Context: an optimization exercise on an open-source flow, tuned for small area. The choices shown serve that exercise and are no tape-out recipe.
The RTL was checked by simulation tests, not by an equivalence proof against the original design.
No activity file was given, so power comes from the tool's default toggle rates.

## run B
## S_AXI_LITE
module S_AXI_LITE#(
		parameter integer S_AXI_LITE_SIZE = 5,
		parameter integer S_AXI_DATA_SIZE = 32
		)(
		input S_AXI_ACLK,
		input S_AXI_ARESETN,
        input  [ 31 : 0] S_AXI_LITE_ARADDR,
        output S_AXI_LITE_ARREADY,
        input  S_AXI_LITE_ARVALID,
        output S_AXI_LITE_RVALID,
        input  S_AXI_LITE_RREADY,
        output [S_AXI_DATA_SIZE - 1: 0] S_AXI_LITE_RDATA,
        input  [ 31 : 0] S_AXI_LITE_AWADDR,
        output S_AXI_LITE_AWREADY,
        input  S_AXI_LITE_AWVALID,
        input  S_AXI_LITE_WVALID,
        output S_AXI_LITE_WREADY,
        input  [S_AXI_DATA_SIZE - 1: 0] S_AXI_LITE_WDATA,
        output S_AXI_LITE_BVALID,
        input S_AXI_LITE_BREADY
		);
        reg [S_AXI_DATA_SIZE - 1: 0] axi_reg0;
        reg [S_AXI_DATA_SIZE - 1: 0] axi_reg1;
        reg [S_AXI_DATA_SIZE - 1: 0] axi_reg2;
        reg [S_AXI_DATA_SIZE - 1: 0] axi_reg3;
        reg [S_AXI_DATA_SIZE - 1: 0] axi_reg4;
        reg [S_AXI_DATA_SIZE - 1: 0] axi_reg5;
        reg [5:0] written;
        reg [S_AXI_DATA_SIZE - 1: 0] axi_rdata;
        reg awready;
        reg wready;
        reg bvalid;
        reg arready;
        reg rpend;       
        reg axi_rvalid;
        assign S_AXI_LITE_AWREADY = awready;
        assign S_AXI_LITE_WREADY  = wready;
        assign S_AXI_LITE_BVALID  = bvalid;
        assign S_AXI_LITE_ARREADY = arready;
        assign S_AXI_LITE_RVALID  = axi_rvalid;
        assign S_AXI_LITE_RDATA   = axi_rdata;
        wire [4:0] wa = S_AXI_LITE_AWADDR[4:0];
  ...
For scale: about 410 cells after synthesis, roughly 140 I/O pins.
clock: 4.0 ns
lec_check: 0
cap_margin: 20
core_margin: 2
core_utilization: 40
slew_margin: 20
synth_hierarchical: 1
standard.sh (not shown) runs the stock make flow with config.mk's settings and CLKGATE_MAP_FILE= SYNTH_SCRIPT=/design/flow/synth_recipe.tcl, a recipe that flattens the netlist after the stock synthesis.
==> flow/flow/run.sh <==
#!/bin/bash
# Standard ORFS layout (the standard.sh), with two changes:
#  - every port still gets its own buffer, but the smallest buffer cell
#    (buf_1) instead of the resizer's default pick;
#  - clock tree: larger sink clusters on clkbuf_16 and no dummy loads.
set -euo pipefail
export BUFFER_PORTS_ARGS="-buffer_cell sky130_fd_sc_hd__buf_1"
export CTS_ARGS="-sink_clustering_enable -repair_clock_nets -dont_use_dummy_load -sink_clustering_size 30 -sink_clustering_max_diameter 150 -buf_list sky130_fd_sc_hd__clkbuf_16"
bash standard.sh finish > standard_flow.log 2>&1
## Diff of input files: run C against run B
==> flow/run.sh (new file) <==
#!/bin/bash
# synth_recipe.tcl (not shown) runs the flow's synth.tcl, then flattens the netlist and writes it again
# the make line also repeats each setting of config.mk as NAME=value (left out here)
make -C /OpenROAD-flow-scripts/flow DESIGN_CONFIG=/design/flow/config.mk WORK_HOME=/design/flow/orfs CLKGATE_MAP_FILE= SYNTH_SCRIPT=/design/flow/synth_recipe.tcl finish
removed: flow/flow/run.sh
removed: flow/standard.sh
Notes after the runs:
Run C vs run B — area used by multi-input combinational logic dropped 0.94%.
Compared with run B, run C shows a higher total power.
Compared with run B, in run C fmax fell by 24 MHz; portion of the layout cell area used by clock cells went up; wire length went up.

* * *

The RTL this note starts from:
==> flow/design.v <==
module S_AXI_LITE#(
		parameter integer S_AXI_LITE_SIZE = 5,
		parameter integer S_AXI_DATA_SIZE = 32
		)(
		input S_AXI_ACLK,
		input S_AXI_ARESETN,
        input  [ 31 : 0] S_AXI_LITE_ARADDR,
        output S_AXI_LITE_ARREADY,
        input  S_AXI_LITE_ARVALID,
        output S_AXI_LITE_RVALID,
        input  S_AXI_LITE_RREADY,
        output [S_AXI_DATA_SIZE - 1: 0] S_AXI_LITE_RDATA,
        input  [ 31 : 0] S_AXI_LITE_AWADDR,
        output S_AXI_LITE_AWREADY,
        input  S_AXI_LITE_AWVALID,
        input  S_AXI_LITE_WVALID,
        output S_AXI_LITE_WREADY,
        input  [S_AXI_DATA_SIZE - 1: 0] S_AXI_LITE_WDATA,
        output S_AXI_LITE_BVALID,
        input S_AXI_LITE_BREADY
		);
        localparam integer H = S_AXI_DATA_SIZE / 2;
        reg [S_AXI_DATA_SIZE - 1: 0] axi_reg0;
        reg [S_AXI_DATA_SIZE - 1: 0] axi_reg1;
        reg [S_AXI_DATA_SIZE - 1: 0] axi_reg2;
        reg [S_AXI_DATA_SIZE - 1: 0] axi_reg3;
        reg [S_AXI_DATA_SIZE - 1: 0] axi_reg4;
        reg [S_AXI_DATA_SIZE - 1: 0] axi_reg5;
        reg [5:0] written;
        reg [S_AXI_DATA_SIZE - 1: 0] axi_rdata;
        reg awready;
        reg wready;
        reg bvalid;
        reg arready;
        reg rpend;       
        reg axi_rvalid;
        assign S_AXI_LITE_AWREADY = awready;
        assign S_AXI_LITE_WREADY  = wready;
        assign S_AXI_LITE_BVALID  = bvalid;
        assign S_AXI_LITE_ARREADY = arready;
        assign S_AXI_LITE_RVALID  = axi_rvalid;
        assign S_AXI_LITE_RDATA   = axi_rdata;
        wire [4:0] wa = S_AXI_LITE_AWADDR[4:0];
        wire [4:0] ra = S_AXI_LITE_ARADDR[4:0];
        wire rmapped = (ra[1:0] == 2'b00) & ~(ra[4] & ra[3]);
        always @(posedge S_AXI_ACLK) begin
          if (!S_AXI_ARESETN) begin
            bvalid     <= 1'b0;
            awready    <= 1'b0;
            wready     <= 1'b0;
            arready    <= 1'b0;
            rpend      <= 1'b0;
            axi_rvalid <= 1'b0;
          end else begin
            bvalid     <= S_AXI_LITE_BREADY & ~bvalid;
            awready    <= awready ? ~wready : (S_AXI_LITE_AWVALID & S_AXI_LITE_WVALID);
            wready     <= S_AXI_LITE_WVALID & ~wready & awready;
            arready    <= S_AXI_LITE_ARVALID & ~arready;
            rpend      <= arready & S_AXI_LITE_RREADY & rmapped;
            axi_rvalid <= rpend;
          end
        end
        wire wsel = awready & wready & (wa[1:0] == 2'b00);
        wire [1:0] wlo = {wsel & wa[2], wsel & ~wa[2]};
        wire [2:0] whi = {wa[4] & ~wa[3], ~wa[4] & wa[3], ~wa[4] & ~wa[3]};
        wire [5:0] we, we_l, we_h;
        S_AXI_LITE_dec u_wdec_l (.lo(wlo), .hi(whi), .y(we_l));
        S_AXI_LITE_dec u_wdec_h (.lo(wlo), .hi(whi), .y(we_h));
        assign we = we_l;
        always @(posedge S_AXI_ACLK)
          if (!S_AXI_ARESETN)
            written <= 6'b0;
          else
            written <= written | we;
        always @(posedge S_AXI_ACLK) begin
          if (we_l[0]) axi_reg0[H-1:0] <= S_AXI_LITE_WDATA[H-1:0];
          if (we_h[0]) axi_reg0[S_AXI_DATA_SIZE-1:H] <= S_AXI_LITE_WDATA[S_AXI_DATA_SIZE-1:H];
          if (we_l[1]) axi_reg1[H-1:0] <= S_AXI_LITE_WDATA[H-1:0];
          if (we_h[1]) axi_reg1[S_AXI_DATA_SIZE-1:H] <= S_AXI_LITE_WDATA[S_AXI_DATA_SIZE-1:H];
          if (we_l[2]) axi_reg2[H-1:0] <= S_AXI_LITE_WDATA[H-1:0];
          if (we_h[2]) axi_reg2[S_AXI_DATA_SIZE-1:H] <= S_AXI_LITE_WDATA[S_AXI_DATA_SIZE-1:H];
          if (we_l[3]) axi_reg3[H-1:0] <= S_AXI_LITE_WDATA[H-1:0];
          if (we_h[3]) axi_reg3[S_AXI_DATA_SIZE-1:H] <= S_AXI_LITE_WDATA[S_AXI_DATA_SIZE-1:H];
          if (we_l[4]) axi_reg4[H-1:0] <= S_AXI_LITE_WDATA[H-1:0];
          if (we_h[4]) axi_reg4[S_AXI_DATA_SIZE-1:H] <= S_AXI_LITE_WDATA[S_AXI_DATA_SIZE-1:H];
          if (we_l[5]) axi_reg5[H-1:0] <= S_AXI_LITE_WDATA[H-1:0];
          if (we_h[5]) axi_reg5[S_AXI_DATA_SIZE-1:H] <= S_AXI_LITE_WDATA[S_AXI_DATA_SIZE-1:H];
        end
        wire [1:0] rlo = {arready & ra[2], arready & ~ra[2]};
        wire [2:0] rhi = {ra[4], ~ra[4] & ra[3], ~ra[4] & ~ra[3]};
        wire [5:0] rs_l, rs_h;
        S_AXI_LITE_decg u_rdec_l (.lo(rlo), .hi(rhi), .g(written), .y(rs_l));
        S_AXI_LITE_decg u_rdec_h (.lo(rlo), .hi(rhi), .g(written), .y(rs_h));
        wire [1:0] hold;
        S_AXI_LITE_inv u_hold_l (.a(arready), .y(hold[0]));
        S_AXI_LITE_inv u_hold_h (.a(arready), .y(hold[1]));
        wire [S_AXI_DATA_SIZE - 1: 0] rdata_d;
        genvar i;
        generate
          for (i = 0; i < S_AXI_DATA_SIZE; i = i + 1) begin : g_rd
            S_AXI_LITE_rbit u_rbit (
              .r({axi_reg5[i], axi_reg4[i], axi_reg3[i], axi_reg2[i], axi_reg1[i], axi_reg0[i]}),
              .s(i < H ? rs_l : rs_h), .h(i < H ? hold[0] : hold[1]),
              .q(axi_rdata[i]), .d(rdata_d[i]));
          end
        endgenerate
        always @(posedge S_AXI_ACLK)
          axi_rdata <= rdata_d;
endmodule
module S_AXI_LITE_dec (
        input  [1:0] lo,
        input  [2:0] hi,
        output [5:0] y
        );
        assign y = {hi[2] & lo[1], hi[2] & lo[0], hi[1] & lo[1], hi[1] & lo[0],
                    hi[0] & lo[1], hi[0] & lo[0]};
endmodule
module S_AXI_LITE_decg (
        input  [1:0] lo,
        input  [2:0] hi,
        input  [5:0] g,
        output [5:0] y
        );
        assign y = g & {hi[2] & lo[1], hi[2] & lo[0], hi[1] & lo[1], hi[1] & lo[0],
                        hi[0] & lo[1], hi[0] & lo[0]};
endmodule
module S_AXI_LITE_inv (
        input  a,
        output y
        );
        assign y = ~a;
endmodule
module S_AXI_LITE_rbit (
        input  [5:0] r,
        input  [5:0] s,
        input        h,
        input        q,
        output       d
        );
        wire n1, n2;
        S_AXI_LITE_aoi222 u_n1 (.a1(r[0]), .a2(s[0]), .b1(r[1]), .b2(s[1]), .c1(h),    .c2(q),    .y(n1));
        S_AXI_LITE_aoi222 u_n2 (.a1(r[2]), .a2(s[2]), .b1(r[3]), .b2(s[3]), .c1(r[4]), .c2(s[4]), .y(n2));
        assign d = ~(n1 & n2 & ~(r[5] & s[5]));
endmodule
module S_AXI_LITE_aoi222 (
        input  a1, a2, b1, b2, c1, c2,
        output y
        );
        assign y = ~((a1 & a2) | (b1 & b2) | (c1 & c2));
endmodule
Settings: LEC_CHECK=0, CAP_MARGIN=20, CORE_MARGIN=2, CORE_UTILIZATION=40, SLEW_MARGIN=20, SYNTH_HIERARCHICAL=1; clock period 4.0 ns.
==> flow/flow/run.sh <==
#!/bin/bash
# Standard ORFS layout (the standard.sh), with two changes:
#  - every port still gets its own buffer, but the smallest buffer cell
#    (buf_1) instead of the resizer's default pick;
#  - clock tree: clkbuf_4 sink buffers on clusters of up to 10 flip-flops,
#    and no dummy loads.
set -euo pipefail
export BUFFER_PORTS_ARGS="-buffer_cell sky130_fd_sc_hd__buf_1"
export CTS_ARGS="-sink_clustering_enable -repair_clock_nets -dont_use_dummy_load -sink_clustering_size 10 -sink_clustering_max_diameter 60 -buf_list sky130_fd_sc_hd__clkbuf_4"
bash standard.sh finish > standard_flow.log 2>&1
Then changed:
==> flow/run.sh (new file) <==
#!/bin/bash
# synth_recipe.tcl (not shown) runs the flow's synth.tcl, then flattens the netlist and writes it again
# the make line also repeats each setting of config.mk as NAME=value (left out here)
make -C /OpenROAD-flow-scripts/flow DESIGN_CONFIG=/design/flow/config.mk WORK_HOME=/design/flow/orfs CLKGATE_MAP_FILE= SYNTH_SCRIPT=/design/flow/synth_recipe.tcl finish
--- a/flow/config.mk
+++ b/flow/config.mk
@@ -10,0 +11,4 @@
+export CTS_BUF_LIST = sky130_fd_sc_hd__clkbuf_4
+export CTS_CLUSTER_DIAMETER = 60
+export CTS_CLUSTER_SIZE = 10
+export GPL_TIMING_DRIVEN = 0
removed: flow/flow/run.sh
removed: flow/standard.sh
Routed wire length decreases slightly.
Cell count increases slightly.
First-iteration DRC count increases by a quarter to a third.
Sequential cell count is unchanged.
Sequential share of layout area decreases by 5.3 points.
Hold slack improved by 0.040 ns.
Setup slack got worse by 0.31 ns.
Maximum frequency decreases by roughly a tenth.
Non-clock buffer count decreases by 7.
Count of clock-buffer cells in the layout increases by 21.
Then changed:
==> flow/flow/run.sh (new file) <==
#!/bin/bash
# Standard ORFS layout (the standard.sh), with two changes:
#  - every port still gets its own buffer, but the smallest buffer cell
#    (buf_1) instead of the resizer's default pick;
#  - clock tree: clkbuf_4 sink buffers on clusters of up to 10 flip-flops,
#    and no dummy loads.
set -euo pipefail
export BUFFER_PORTS_ARGS="-buffer_cell sky130_fd_sc_hd__buf_1"
export CTS_ARGS="-sink_clustering_enable -repair_clock_nets -dont_use_dummy_load -sink_clustering_size 10 -sink_clustering_max_diameter 60 -buf_list sky130_fd_sc_hd__clkbuf_4"
bash standard.sh finish > standard_flow.log 2>&1
==> flow/standard.sh (new file) <==
#!/bin/bash
# synth_recipe.tcl (not shown) runs the flow's synth.tcl, then flattens the netlist and writes it again
# the make line also repeats each setting of config.mk as NAME=value (left out here)
make -C /OpenROAD-flow-scripts/flow DESIGN_CONFIG=/design/flow/config.mk WORK_HOME=/design/flow/orfs CLKGATE_MAP_FILE= SYNTH_SCRIPT=/design/flow/synth_recipe.tcl "${@:-finish}"
--- a/flow/config.mk
+++ b/flow/config.mk
@@ -11,3 +10,0 @@
-export CTS_BUF_LIST = sky130_fd_sc_hd__clkbuf_4
-export CTS_CLUSTER_DIAMETER = 60
-export CTS_CLUSTER_SIZE = 10
removed: flow/run.sh
After rerunning:
- The changed run completed with no timing, DRC or antenna violations
- worst setup slack gets better by 0.19 ns
- design area is lower by about 8%
- clock power is lower by about 26%
- synthesized cell count is unchanged
- maximum frequency is higher by about 8%
- cell count is lower by 2.8%
- total power is lower by about 9%
- register-to-register slack stays flat
- count of clock-buffer cells in the layout is lower by 21

-- afterwards: timing with drivers on the ports --
No port has a modelled driver above. Below, the same layouts with a new extraction and two added sets of constraints. Step 1 assumes that a clkbuf_16 drives the clock port and a buf_2 every other input. Step 2 moves the port delays by t, midway between the first and last clock arrival at a register: inputs arrive t later, outputs are due t later. That takes back most of the time a late clock gives input paths. Slacks: no drivers / after step 1 / after step 2; pairs: no drivers / after step 1.
run | t, ns | setup WS [ns] | worst setup path at the end | slew at the worst register clock pin (ns)
run B | 0.494 | 1.810 / 1.824 / 1.330 | input to register | 0.11 / 0.11
run C | 0.542 | 1.689 / 1.647 / 1.281 | input to register | 0.06 / 0.06
the first run of note 2 | 0.660 | 1.776 / 1.776 / 1.338 | input to register | 0.11 / 0.11
the second run of note 2 | 0.673 | 1.466 / 1.474 / 0.809 | input to register | 0.11 / 0.11
the third run of note 2 | 0.647 | 1.659 / 1.659 / 1.140 | input to register | 0.11 / 0.11
After both steps every run listed still meets setup and hold. For the second run of note 2, which loses most, drivers alone change the setup slack by +0.008 ns; drivers and shift together by -0.657 ns.
